Context: an optimization exercise on an open-source flow, tuned for small area. The choices shown serve that exercise and are no tape-out recipe. Only simulation tests tie the RTL to the original design; equivalence was not proved. Power figures rest on the tool's default switching activity, not on a simulated workload.

## Top_VGA
module Top_VGA(
     input wire clk, reset,
     output wire h_sync, v_sync,
     output wire [11:0] rgb,
     output [9:0] pixel_x, pixel_y,
     input [7:0] digit_HORA, digit_MIN, digit_SEG,
     input wire [7:0] digit_DD, digit_M, digit_AN,
     input wire [7:0] digit_TimerHORA, digit_TimerMIN, digit_TimerSEG,
     input Prog_on,
     input [3:0] Cursor
     );
clock: 10.0 ns
lec_check: 0
cap_margin: 20
cell_pad_in_sites_detail_placement: 1
cell_pad_in_sites_global_placement: 1
core_margin: 2
core_utilization: 30
gpl_timing_driven: 0
place_density: 0.32
slew_margin: 20
synth_memory_max_bits: 1048576
standard.sh (not shown) runs the stock make flow with config.mk's settings and CLKGATE_MAP_FILE= SYNTH_SCRIPT=/design/flow/synth_recipe.tcl, a recipe that flattens the netlist after the stock synthesis.
==> flow/flow/run.sh <==
#!/bin/bash
# Own layout flow: the standard layout (standard.sh), except that the
# synthesis maps the logic with an area-oriented ABC script (flow/abc_area.script)
# instead of ORFS's delay-oriented one. Everything else - the synthesis script,
# registers, floorplan, placement, CTS, routing - is the standard flow's.
set -euo pipefail
WORK=$(pwd)
FLOWDIR=$(cd "$(dirname "${BASH_SOURCE[0]}")" && pwd)
# the synthesis script standard.sh hands to ORFS
SYN=$(grep -o 'SYNTH_SCRIPT=[^ ]*' standard.sh | head -1 | cut -d= -f2-)
[ -n "$SYN" ] || { echo "no SYNTH_SCRIPT in standard.sh"; exit 1; }
cat > "$WORK/area_synth.tcl" <<EOT
# replace only the ABC script of the mapping step
proc abc {args} {
  set i [lsearch -exact \$args -script]
  if {\$i >= 0} { set args [lreplace \$args [expr {\$i+1}] [expr {\$i+1}] $FLOWDIR/abc_area.script] }
  yosys abc {*}\$args
}
source $SYN
EOT
sed "s|SYNTH_SCRIPT=$SYN|SYNTH_SCRIPT=$WORK/area_synth.tcl|" standard.sh > "$WORK/area_standard.sh"
grep -q "SYNTH_SCRIPT=$WORK/area_synth.tcl" "$WORK/area_standard.sh" || { echo "could not set SYNTH_SCRIPT"; exit 1; }
bash "$WORK/area_standard.sh" finish > "$WORK/flow_make.log" 2>&1
==> flow/flow/abc_area.script <==
strash
dc2
&get -n
&deepsyn -T 240
&put
strash
&get -n
&dch -f
&nf -R 1000 -p -F 10 -A 10 -a
&put
topo
stime -c
The first run passed the timing, DRC and antenna checks.
Rerun with:
--- a/flow/flow/run.sh
+++ b/flow/flow/run.sh
@@ -1,7 +1,10 @@
 #!/bin/bash
-# Own layout flow: the standard layout (standard.sh), except that the
-# synthesis maps the logic with an area-oriented ABC script (flow/abc_area.script)
-# instead of ORFS's delay-oriented one. Everything else - the synthesis script,
-# registers, floorplan, placement, CTS, routing - is the standard flow's.
+# Own layout flow: the standard layout (standard.sh), except that
+# - the synthesis maps the logic with an area-oriented ABC script
+#   (flow/abc_area.script) instead of ORFS's delay-oriented one;
+# - every input and output port still gets its buffer (buffer_ports), but a
+#   sky130_fd_sc_hd__buf_1 instead of the default clkdlybuf4s50_1.
+# Everything else - the synthesis script, registers, floorplan, placement,
+# CTS, routing - is the standard flow's.
 set -euo pipefail
 WORK=$(pwd)
@@ -21,3 +24,3 @@
 sed "s|SYNTH_SCRIPT=$SYN|SYNTH_SCRIPT=$WORK/area_synth.tcl|" standard.sh > "$WORK/area_standard.sh"
 grep -q "SYNTH_SCRIPT=$WORK/area_synth.tcl" "$WORK/area_standard.sh" || { echo "could not set SYNTH_SCRIPT"; exit 1; }
-bash "$WORK/area_standard.sh" finish > "$WORK/flow_make.log" 2>&1
+bash "$WORK/area_standard.sh" "BUFFER_PORTS_ARGS=-buffer_cell sky130_fd_sc_hd__buf_1" finish > "$WORK/flow_make.log" 2>&1
- CTS_BUF_LIST: default -> sky130_fd_sc_hd__clkbuf_8
Outcome: The new run produced a clean layout. Cell count barely changes. Non-clock buffer count went up by 2. Clock skew is higher by 0.0033 ns. Critical path depth came out lower by 6.
Rerun with:
==> flow/flow/abc_area.script (replaced) <==
strash
dc2
&get -n
&deepsyn -T 400
&put
strash
&get -n
&dch -f
&nf -R 1000 -p -F 10 -A 10 -a
&put
topo
stime -c
- CAP_MARGIN: 20 -> 10
- SLEW_MARGIN: 20 -> 10
Effect:
- With this change the flow finished but fails on max-capacitance violations, max-slew violations
- sequential share of layout area stays flat
- utilization goes up by 0.27 points
- critical path depth goes up by 1
- final area goes down slightly
- routed wire length goes down by a few percent
- global-route usage goes down by 1.2 points
- total power goes up slightly
- via count goes down slightly
- setup slack degrades by 0.066 ns
- clock skew goes up by 0.0061 ns
Rerun with:
==> flow/run.sh (new file) <==
#!/bin/bash
# synth_recipe.tcl (not shown) runs the flow's synth.tcl, then flattens the netlist and writes it again
# the make line also repeats each setting of config.mk as NAME=value (left out here)
make -C /OpenROAD-flow-scripts/flow DESIGN_CONFIG=/design/flow/config.mk WORK_HOME=/design/flow/orfs CLKGATE_MAP_FILE= SYNTH_SCRIPT=/design/flow/synth_recipe.tcl finish
- CAP_MARGIN: 10 -> 20
- CTS_BUF_LIST: sky130_fd_sc_hd__clkbuf_8 -> default
- SLEW_MARGIN: 10 -> 20
removed: flow/flow/run.sh
removed: flow/flow/abc_area.script
removed: flow/standard.sh
With this change the flow finished clean.
Final area increases by 39%.
Total power increases by 28%.
Non-clock buffer count increases by 172.
Register-to-register slack gains 0.91 ns.
Routed wire length increases by 46%.
First-iteration DRC count increases by 14%.
Via count increases by 29%.

what the ideal ports hide:
The results above use ideal ports. As a check the final layouts listed here were re-extracted and re-timed, cells and wires unchanged.
Step 1 (the two cells are an assumption about what drives the block):
set clk [get_ports {clk}]
set_driving_cell -lib_cell sky130_fd_sc_hd__clkbuf_16 $clk
set_driving_cell -lib_cell sky130_fd_sc_hd__buf_2 [delete_from_list [all_inputs] $clk]
Step 2 adds t to the input delays and takes it off the output delays; t is the mean of the earliest and latest rising clock arrival at the registers after step 1. Input paths then give back, and output paths get back, about the clock's delay inside the block.
Three values: ideal, step 1, step 2; two values: the first two.
run	shift t [ns]	slack for setup (ns)	pins driven straight from the clock port
the first run	0.342	2.108 / 2.108 / 2.108	1
the second run	0.357	1.688 / 1.688 / 1.688	1
the third run	0.381	1.622 / 1.622 / 1.622	1
the fourth run	0.378	2.527 / 2.527 / 2.527	1
